Context: an optimization exercise on an open-source flow, tuned for small area. The choices shown serve that exercise and are no tape-out recipe. At most, simulation tests tie the RTL to the original design; equivalence was not proved. Power is estimated from default activity; no workload was simulated.

==> 01-09: inputs <==
==> flow/design.v <==
module elephent(
    input  clk,
    input  rst,
    input  onoff,
    output o
);
    reg [9:0] y_do; reg s_do;
    wire [9:0] x_do = y_do ^ 10'b1010101010;
    wire j_do = (x_do & 10'b0011111111) == 10'b0011111111;
    wire [9:0] n_do = {x_do[8:0], x_do[2] ^ x_do[9]};
    wire [9:0] m_do = {n_do[9], n_do[8], n_do[7], n_do[6], n_do[5], n_do[4], n_do[3], n_do[2], n_do[1], (j_do ? 1'b0 : n_do[0])};
    always @(posedge clk) begin
        if (rst) begin y_do <= 10'b1001010101; s_do <= 1'b0; end
        else begin y_do <= m_do ^ 10'b1010101010; s_do <= s_do ^ j_do; end
    end
    reg [9:0] y_re; reg s_re;
    wire [9:0] x_re = y_re ^ 10'b1010101010;
    wire j_re = (x_re & 10'b0111111111) == 10'b0110010001;
    wire [9:0] n_re = {x_re[8:0], x_re[0] ^ x_re[9]};
    wire [9:0] m_re = {n_re[9], n_re[8], n_re[7], n_re[6], n_re[5], n_re[4], n_re[3], n_re[2], n_re[1], (j_re ? 1'b1 : n_re[0])};
    always @(posedge clk) begin
        if (rst) begin y_re <= 10'b0100111011; s_re <= 1'b0; end
        else begin y_re <= m_re ^ 10'b1010101010; s_re <= s_re ^ j_re; end
    end
    reg [9:0] y_mi; reg s_mi;
    wire [9:0] x_mi = y_mi ^ 10'b1010101010;
    wire j_mi = (x_mi & 10'b1011011011) == 10'b0010010010;
    wire [9:0] n_mi = {x_mi[8:0], x_mi[0] ^ x_mi[9]};
    wire [9:0] m_mi = {n_mi[9], n_mi[8], n_mi[7], n_mi[6], n_mi[5], n_mi[4], (j_mi ? 1'b0 : n_mi[3]), n_mi[2], n_mi[1], n_mi[0]};
    always @(posedge clk) begin
        if (rst) begin y_mi <= 10'b1000011100; s_mi <= 1'b0; end
        else begin y_mi <= m_mi ^ 10'b1010101010; s_mi <= s_mi ^ j_mi; end
    end
    reg [9:0] y_sol; reg s_sol;
    wire [9:0] x_sol = y_sol ^ 10'b1010101010;
    wire j_sol = (x_sol & 10'b0111111011) == 10'b0010110010;
    wire [9:0] n_sol = {x_sol[8:0], x_sol[2] ^ x_sol[9]};
    wire [9:0] m_sol = {n_sol[9], n_sol[8], n_sol[7], n_sol[6], n_sol[5], n_sol[4], n_sol[3], n_sol[2], n_sol[1], (j_sol ? 1'b0 : n_sol[0])};
    always @(posedge clk) begin
        if (rst) begin y_sol <= 10'b0000011000; s_sol <= 1'b0; end
        else begin y_sol <= m_sol ^ 10'b1010101010; s_sol <= s_sol ^ j_sol; end
    end
    reg [9:0] y_la; reg s_la;
    wire [9:0] x_la = y_la ^ 10'b1010101010;
    wire j_la = (x_la & 10'b1101111001) == 10'b0000001000;
    wire [9:0] n_la = {x_la[8:0], x_la[0] ^ x_la[9]};
    wire [9:0] m_la = {n_la[9], n_la[8], n_la[7], n_la[6], n_la[5], n_la[4], n_la[3], n_la[2], n_la[1], (j_la ? 1'b1 : n_la[0])};
    always @(posedge clk) begin
        if (rst) begin y_la <= 10'b1010100100; s_la <= 1'b0; end
        else begin y_la <= m_la ^ 10'b1010101010; s_la <= s_la ^ j_la; end
    end
    reg [16:0] yc;
    wire [16:0] xc = yc ^ 17'b11011000111111111;
    wire last = (xc & 17'b11111101111111101) == 17'b01101101011111101;
    wire [16:0] nc = {xc[15:0], xc[11] ^ xc[16]};
    wire [16:0] mc = {nc[16], nc[15], nc[14], nc[13], nc[12], nc[11], (last ? 1'b0 : nc[10]), nc[9], nc[8], nc[7], nc[6], nc[5], nc[4], nc[3], nc[2], nc[1], nc[0]};
    always @(posedge clk)
        if (rst) yc <= 0;
        else if (onoff) yc <= mc ^ 17'b11011000111111111;
    reg [6:0] code;
    always @(posedge clk)
        if (rst || !onoff) code <= 7'd0;
        else if (last) code <= code + 7'd1;
    reg sp;
    always @(*)
        if (!onoff) sp = 0;
        else case (code)
            8, 16, 24, 34, 42, 50, 72, 88, 94, 98: sp = s_sol;
            36, 40, 52, 56, 100: sp = s_mi;
            38, 54, 60, 104: sp = s_re;
            64, 70, 80, 86, 96: sp = s_la;
            44, 58, 62, 66, 68, 75, 78, 82, 83, 84, 90, 108: sp = s_do;
            default: sp = 0;
        endcase
    assign o = sp;
endmodule
==> flow/flow/run.sh <==
#!/bin/bash
# Own layout flow: the standard flow (standard.sh), with two changes:
#  - synthesis is the standard synthesis script with ABC's mapping script replaced by an
#    area-oriented one (flow/area.abc); registers are mapped before ABC, so their names and
#    cells are those of the standard synthesis;
#  - clock tree synthesis without dummy loads.
set -euo pipefail
W=$(pwd)
cat > "$W/own_synth.tcl" <<EOT
proc abc {args} {
  set i [lsearch -exact \$args -script]
  if {\$i >= 0} { set args [lreplace \$args \$i [expr {\$i + 1}] -script $W/flow/area.abc] }
  yosys abc {*}\$args
}
source $W/synth_recipe.tcl
EOT
bash "$W/standard.sh" "SYNTH_SCRIPT=$W/own_synth.tcl" \
  "CTS_ARGS=-sink_clustering_enable -repair_clock_nets -dont_use_dummy_load -buf_list sky130_fd_sc_hd__clkbuf_4 -root_buf sky130_fd_sc_hd__clkbuf_4 -sink_clustering_size 20 -sink_clustering_max_diameter 100" \
  finish > "$W/flow_make.log" 2>&1
==> flow/flow/area.abc <==
strash
dch
amap
topo
==> flow/standard.sh <==
#!/bin/bash
# synth_recipe.tcl (not shown) runs the flow's synth.tcl, then flattens the netlist and writes it again
# the make line also repeats each setting of config.mk as NAME=value (left out here)
make -C /OpenROAD-flow-scripts/flow DESIGN_CONFIG=/design/flow/config.mk WORK_HOME=/design/flow/orfs CLKGATE_MAP_FILE= SYNTH_SCRIPT=/design/flow/synth_recipe.tcl "${@:-finish}"
==> flow/config.mk <==
export PLATFORM = sky130hd
export DESIGN_NAME = elephent
export DESIGN_NICKNAME = elephent
export VERILOG_FILES = /design/flow/design.v
export SDC_FILE = /design/flow/constraint.sdc
export NUM_CORES = 4
export LEC_CHECK = 0
export CAP_MARGIN = 20
export CORE_MARGIN = 2
export CORE_UTILIZATION = 40
export SLEW_MARGIN = 20
==> flow/constraint.sdc <==
create_clock -name core_clock -period 10.0 [get_ports {clk}]
set_input_delay 2.0000 -clock core_clock [delete_from_list [all_inputs] [get_ports {clk}]]
set_output_delay 2.0000 -clock core_clock [all_outputs]
set_load 0.01 [all_outputs]
==> 08-04: changes against 01-09 <==
--- a/flow/design.v
+++ b/flow/design.v
@@ -54,22 +54,21 @@
     wire last = (xc & 17'b11111101111111101) == 17'b01101101011111101;
     wire [16:0] nc = {xc[15:0], xc[11] ^ xc[16]};
     wire [16:0] mc = {nc[16], nc[15], nc[14], nc[13], nc[12], nc[11], (last ? 1'b0 : nc[10]), nc[9], nc[8], nc[7], nc[6], nc[5], nc[4], nc[3], nc[2], nc[1], nc[0]};
-    always @(posedge clk)
-        if (rst) yc <= 0;
-        else if (onoff) yc <= mc ^ 17'b11011000111111111;
+    wire adv = onoff & ~rst, hold = ~onoff & ~rst;
+    always @(posedge clk) yc <= ({17{adv}} & (mc ^ 17'b11011000111111111)) | ({17{hold}} & yc);
     reg [6:0] code;
     always @(posedge clk)
-        if (rst || !onoff) code <= 7'd0;
+        if (rst || !onoff) code <= 7'd35;
         else if (last) code <= code + 7'd1;
     reg sp;
     always @(*)
         if (!onoff) sp = 0;
         else case (code)
-            8, 16, 24, 34, 42, 50, 72, 88, 94, 98: sp = s_sol;
-            36, 40, 52, 56, 100: sp = s_mi;
-            38, 54, 60, 104: sp = s_re;
-            64, 70, 80, 86, 96: sp = s_la;
-            44, 58, 62, 66, 68, 75, 78, 82, 83, 84, 90, 108: sp = s_do;
+            43, 51, 59, 69, 77, 85, 107, 123, 1, 5: sp = s_sol;
+            71, 75, 87, 91, 7: sp = s_mi;
+            73, 89, 95, 11: sp = s_re;
+            99, 105, 115, 121, 3: sp = s_la;
+            79, 93, 97, 101, 103, 110, 113, 117, 118, 119, 125, 15: sp = s_do;
             default: sp = 0;
         endcase
     assign o = sp;
--- a/flow/flow/run.sh
+++ b/flow/flow/run.sh
@@ -15,5 +15,5 @@
 source $W/synth_recipe.tcl
 EOT
 bash "$W/standard.sh" "SYNTH_SCRIPT=$W/own_synth.tcl" \
-  "CTS_ARGS=-sink_clustering_enable -repair_clock_nets -dont_use_dummy_load -buf_list sky130_fd_sc_hd__clkbuf_4 -root_buf sky130_fd_sc_hd__clkbuf_4 -sink_clustering_size 20 -sink_clustering_max_diameter 100" \
+  "CTS_ARGS=-sink_clustering_enable -repair_clock_nets -dont_use_dummy_load" \
   finish > "$W/flow_make.log" 2>&1
==> flow/flow/area.abc (replaced) <==
strash
&get -n
&deepsyn -T 60
&put
dc2
dch
amap
topo
- CORE_UTILIZATION: 40 -> 75
==> comparison table <==
| metric | 08-04 | 01-09 |
|---|---|---|
| Result of the run | no timing/DRC/antenna violations | no timing/DRC/antenna violations |
| Met1 usage in global routing | 0.3641 | 0.1898 |
| Cell count of the worst reg-to-reg path | 7 | 10 |
| Highest clock frequency the design can meet | 181.7 MHz | 160.0 MHz |
| Hold Crit Start | y_la[2] | y_la[1] |
| Critical path data arrival time | 3500 ps | 4250 ps |
| Post-synth top area share | 0.6208 | 0.6008 |
| Clock-cell share | 0.02493 | 0.02388 |
| Worst hold endpoint | y_la[3] | y_la[2] |
| Worst-Margin Slew | 777.2 ps | 708.2 ps |
| Compound-Gate Fraction of Synth Area | 0.1302 | 0.1483 |
| Number of placed instances, taps included | 319 | 365 |
| Drt via density | 5.765 | 5.195 |
| FILL cells | 219 | 620 |
| Sequential share of cell area | 0.5836 | 0.5590 |
| Met2 Use GR | 0.4280 | 0.2095 |
| Die Footprint | 3879 µm² | 7246 µm² |
| Layout inverter count without the clock tree | 27 | 21 |
| Detailed-placement wirelength estimate | 2.920 mm | 3.011 mm |
| Reg power frac | 0.683 | 0.685 |
| Number of global-route vias before repair | 1,833 | 1,884 |
| Floorplan row count | 21 | 29 |
| Xor/xnor cell area share of the yosys netlist | 0.003438 | 0 |
| Switching power share of the total | 0.2322 | 0.2281 |
| Share of total power in combinational logic | 0.054 | 0.051 |
| Total cell area at the placement stage | 2643 µm² | 2761 µm² |
| GRT Util Overall | 0.2716 | 0.1428 |
Function not checked in 08-04: the RTL went through the layout flow alone.

==> run a <==
RTL: the design.v shown in full above, as it stands there.
==> flow/config.mk <==
export PLATFORM = sky130hd
export DESIGN_NAME = elephent
export DESIGN_NICKNAME = elephent
export VERILOG_FILES = /design/flow/design.v
export SDC_FILE = /design/flow/constraint.sdc
export NUM_CORES = 4
export LEC_CHECK = 0
export CAP_MARGIN = 20
export CORE_MARGIN = 2
export CORE_UTILIZATION = 40
export SLEW_MARGIN = 20
==> flow/constraint.sdc <==
create_clock -name core_clock -period 10.0 [get_ports {clk}]
set_input_delay 2.0000 -clock core_clock [delete_from_list [all_inputs] [get_ports {clk}]]
set_output_delay 2.0000 -clock core_clock [all_outputs]
set_load 0.01 [all_outputs]
standard.sh (not shown) runs the stock make flow with config.mk's settings and CLKGATE_MAP_FILE= SYNTH_SCRIPT=/design/flow/synth_recipe.tcl, a recipe that flattens the netlist after the stock synthesis.
==> flow/flow/run.sh <==
#!/bin/bash
# Own layout flow: the standard flow (standard.sh), with two changes:
#  - synthesis is the standard synthesis script with ABC's mapping script replaced by an
#    area-oriented one (flow/area.abc); registers are mapped before ABC, so their names and
#    cells are those of the standard synthesis;
#  - clock tree synthesis without dummy loads.
set -euo pipefail
W=$(pwd)
cat > "$W/own_synth.tcl" <<EOT
proc abc {args} {
  set i [lsearch -exact \$args -script]
  if {\$i >= 0} { set args [lreplace \$args \$i [expr {\$i + 1}] -script $W/flow/area.abc] }
  yosys abc {*}\$args
}
source $W/synth_recipe.tcl
EOT
bash "$W/standard.sh" "SYNTH_SCRIPT=$W/own_synth.tcl" \
  "CTS_ARGS=-sink_clustering_enable -repair_clock_nets -dont_use_dummy_load" \
  finish > "$W/flow_make.log" 2>&1
==> flow/flow/area.abc <==
strash
dch
amap
topo
==> run b: changes against run a <==
--- a/flow/design.v
+++ b/flow/design.v
@@ -54,22 +54,21 @@
     wire last = (xc & 17'b11111101111111101) == 17'b01101101011111101;
     wire [16:0] nc = {xc[15:0], xc[11] ^ xc[16]};
     wire [16:0] mc = {nc[16], nc[15], nc[14], nc[13], nc[12], nc[11], (last ? 1'b0 : nc[10]), nc[9], nc[8], nc[7], nc[6], nc[5], nc[4], nc[3], nc[2], nc[1], nc[0]};
-    always @(posedge clk)
-        if (rst) yc <= 0;
-        else if (onoff) yc <= mc ^ 17'b11011000111111111;
+    wire adv = onoff & ~rst, hold = ~onoff & ~rst;
+    always @(posedge clk) yc <= ({17{adv}} & (mc ^ 17'b11011000111111111)) | ({17{hold}} & yc);
     reg [6:0] code;
     always @(posedge clk)
-        if (rst || !onoff) code <= 7'd0;
+        if (rst || !onoff) code <= 7'd35;
         else if (last) code <= code + 7'd1;
     reg sp;
     always @(*)
         if (!onoff) sp = 0;
         else case (code)
-            8, 16, 24, 34, 42, 50, 72, 88, 94, 98: sp = s_sol;
-            36, 40, 52, 56, 100: sp = s_mi;
-            38, 54, 60, 104: sp = s_re;
-            64, 70, 80, 86, 96: sp = s_la;
-            44, 58, 62, 66, 68, 75, 78, 82, 83, 84, 90, 108: sp = s_do;
+            43, 51, 59, 69, 77, 85, 107, 123, 1, 5: sp = s_sol;
+            71, 75, 87, 91, 7: sp = s_mi;
+            73, 89, 95, 11: sp = s_re;
+            99, 105, 115, 121, 3: sp = s_la;
+            79, 93, 97, 101, 103, 110, 113, 117, 118, 119, 125, 15: sp = s_do;
             default: sp = 0;
         endcase
     assign o = sp;
--- a/flow/flow/run.sh
+++ b/flow/flow/run.sh
@@ -16,4 +16,5 @@
 EOT
 bash "$W/standard.sh" "SYNTH_SCRIPT=$W/own_synth.tcl" \
   "CTS_ARGS=-sink_clustering_enable -repair_clock_nets -dont_use_dummy_load" \
+  "BUFFER_PORTS_ARGS=-buffer_cell sky130_fd_sc_hd__buf_1" \
   finish > "$W/flow_make.log" 2>&1
==> flow/flow/area.abc (replaced) <==
strash
&get -n
&deepsyn -T 60
&put
dc2
dch
amap
topo
CORE_UTILIZATION = 75   (was 40)
==> run c: changes against run a <==
--- a/flow/design.v
+++ b/flow/design.v
@@ -54,22 +54,21 @@
     wire last = (xc & 17'b11111101111111101) == 17'b01101101011111101;
     wire [16:0] nc = {xc[15:0], xc[11] ^ xc[16]};
     wire [16:0] mc = {nc[16], nc[15], nc[14], nc[13], nc[12], nc[11], (last ? 1'b0 : nc[10]), nc[9], nc[8], nc[7], nc[6], nc[5], nc[4], nc[3], nc[2], nc[1], nc[0]};
-    always @(posedge clk)
-        if (rst) yc <= 0;
-        else if (onoff) yc <= mc ^ 17'b11011000111111111;
+    wire adv = onoff & ~rst, hold = ~onoff & ~rst;
+    always @(posedge clk) yc <= ({17{adv}} & (mc ^ 17'b11011000111111111)) | ({17{hold}} & yc);
     reg [6:0] code;
     always @(posedge clk)
-        if (rst || !onoff) code <= 7'd0;
+        if (rst || !onoff) code <= 7'd35;
         else if (last) code <= code + 7'd1;
     reg sp;
     always @(*)
         if (!onoff) sp = 0;
         else case (code)
-            8, 16, 24, 34, 42, 50, 72, 88, 94, 98: sp = s_sol;
-            36, 40, 52, 56, 100: sp = s_mi;
-            38, 54, 60, 104: sp = s_re;
-            64, 70, 80, 86, 96: sp = s_la;
-            44, 58, 62, 66, 68, 75, 78, 82, 83, 84, 90, 108: sp = s_do;
+            43, 51, 59, 69, 77, 85, 107, 123, 1, 5: sp = s_sol;
+            71, 75, 87, 91, 7: sp = s_mi;
+            73, 89, 95, 11: sp = s_re;
+            99, 105, 115, 121, 3: sp = s_la;
+            79, 93, 97, 101, 103, 110, 113, 117, 118, 119, 125, 15: sp = s_do;
             default: sp = 0;
         endcase
     assign o = sp;
--- a/flow/flow/run.sh
+++ b/flow/flow/run.sh
@@ -15,5 +15,5 @@
 source $W/synth_recipe.tcl
 EOT
 bash "$W/standard.sh" "SYNTH_SCRIPT=$W/own_synth.tcl" \
-  "CTS_ARGS=-sink_clustering_enable -repair_clock_nets -dont_use_dummy_load" \
+  "CTS_ARGS=-sink_clustering_enable -repair_clock_nets -dont_use_dummy_load -buf_list sky130_fd_sc_hd__clkbuf_4 -root_buf sky130_fd_sc_hd__clkbuf_4 -sink_clustering_size 20 -sink_clustering_max_diameter 100" \
   finish > "$W/flow_make.log" 2>&1
==> flow/flow/area.abc (replaced) <==
strash
&get -n
&deepsyn -T 60
&put
dc2
dch
amap
topo
CORE_UTILIZATION = 85   (was 40)
==> run summary <==
Run a produced a clean layout. Run b ran to the end with no violations. Run c stopped in global placement (3_3_place_gp) with GPL-0301. Cell area: run a is larger than run b (7.2%). Against run b, the sequential share of layout area of run a is lower by 3.9 points. In run b the utilization is higher than in run a, by 36 points. Between run a and run b, the lower first-iteration DRC count is in run a (gap about 50%, measured against run b). In critical path depth, run a and run b do not differ. Worst hold slack: run a is better than run b (0.0049 ns). Area after synthesis: run a is higher than run b (3.3%). In synthesized cell count, run c and run b do not differ. In run b the clock power is lower than in run a, by 25%.
No functional check of the RTL was part of run b and run c.

-- static timing again, ports no longer ideal --
In the flow no input, the clock included, has a driving cell. The finished layouts below were timed again as built, in two steps. Step 1, drivers: a clkbuf_16 drives clk and a buf_2 each remaining input, both assumed. Step 2 times the ports against the registers' clock, not the clock port: input delays grow and output delays shrink by t, the midpoint of the rising clock arrivals with the driver on. Slacks: ideal / step 1 / step 2; pairs: ideal / step 1.
run	t, ns	setup slack, ns	worst setup path at the end
01-09	0.418	3.751 / 3.729 / 3.729	input to output
08-04	0.409	4.496 / 4.474 / 4.474	input to output
run a	0.359	3.735 / 3.713 / 3.713	input to output
run b	0.425	5.291 / 5.269 / 5.269	input to output
After both steps every run listed still meets setup and hold.
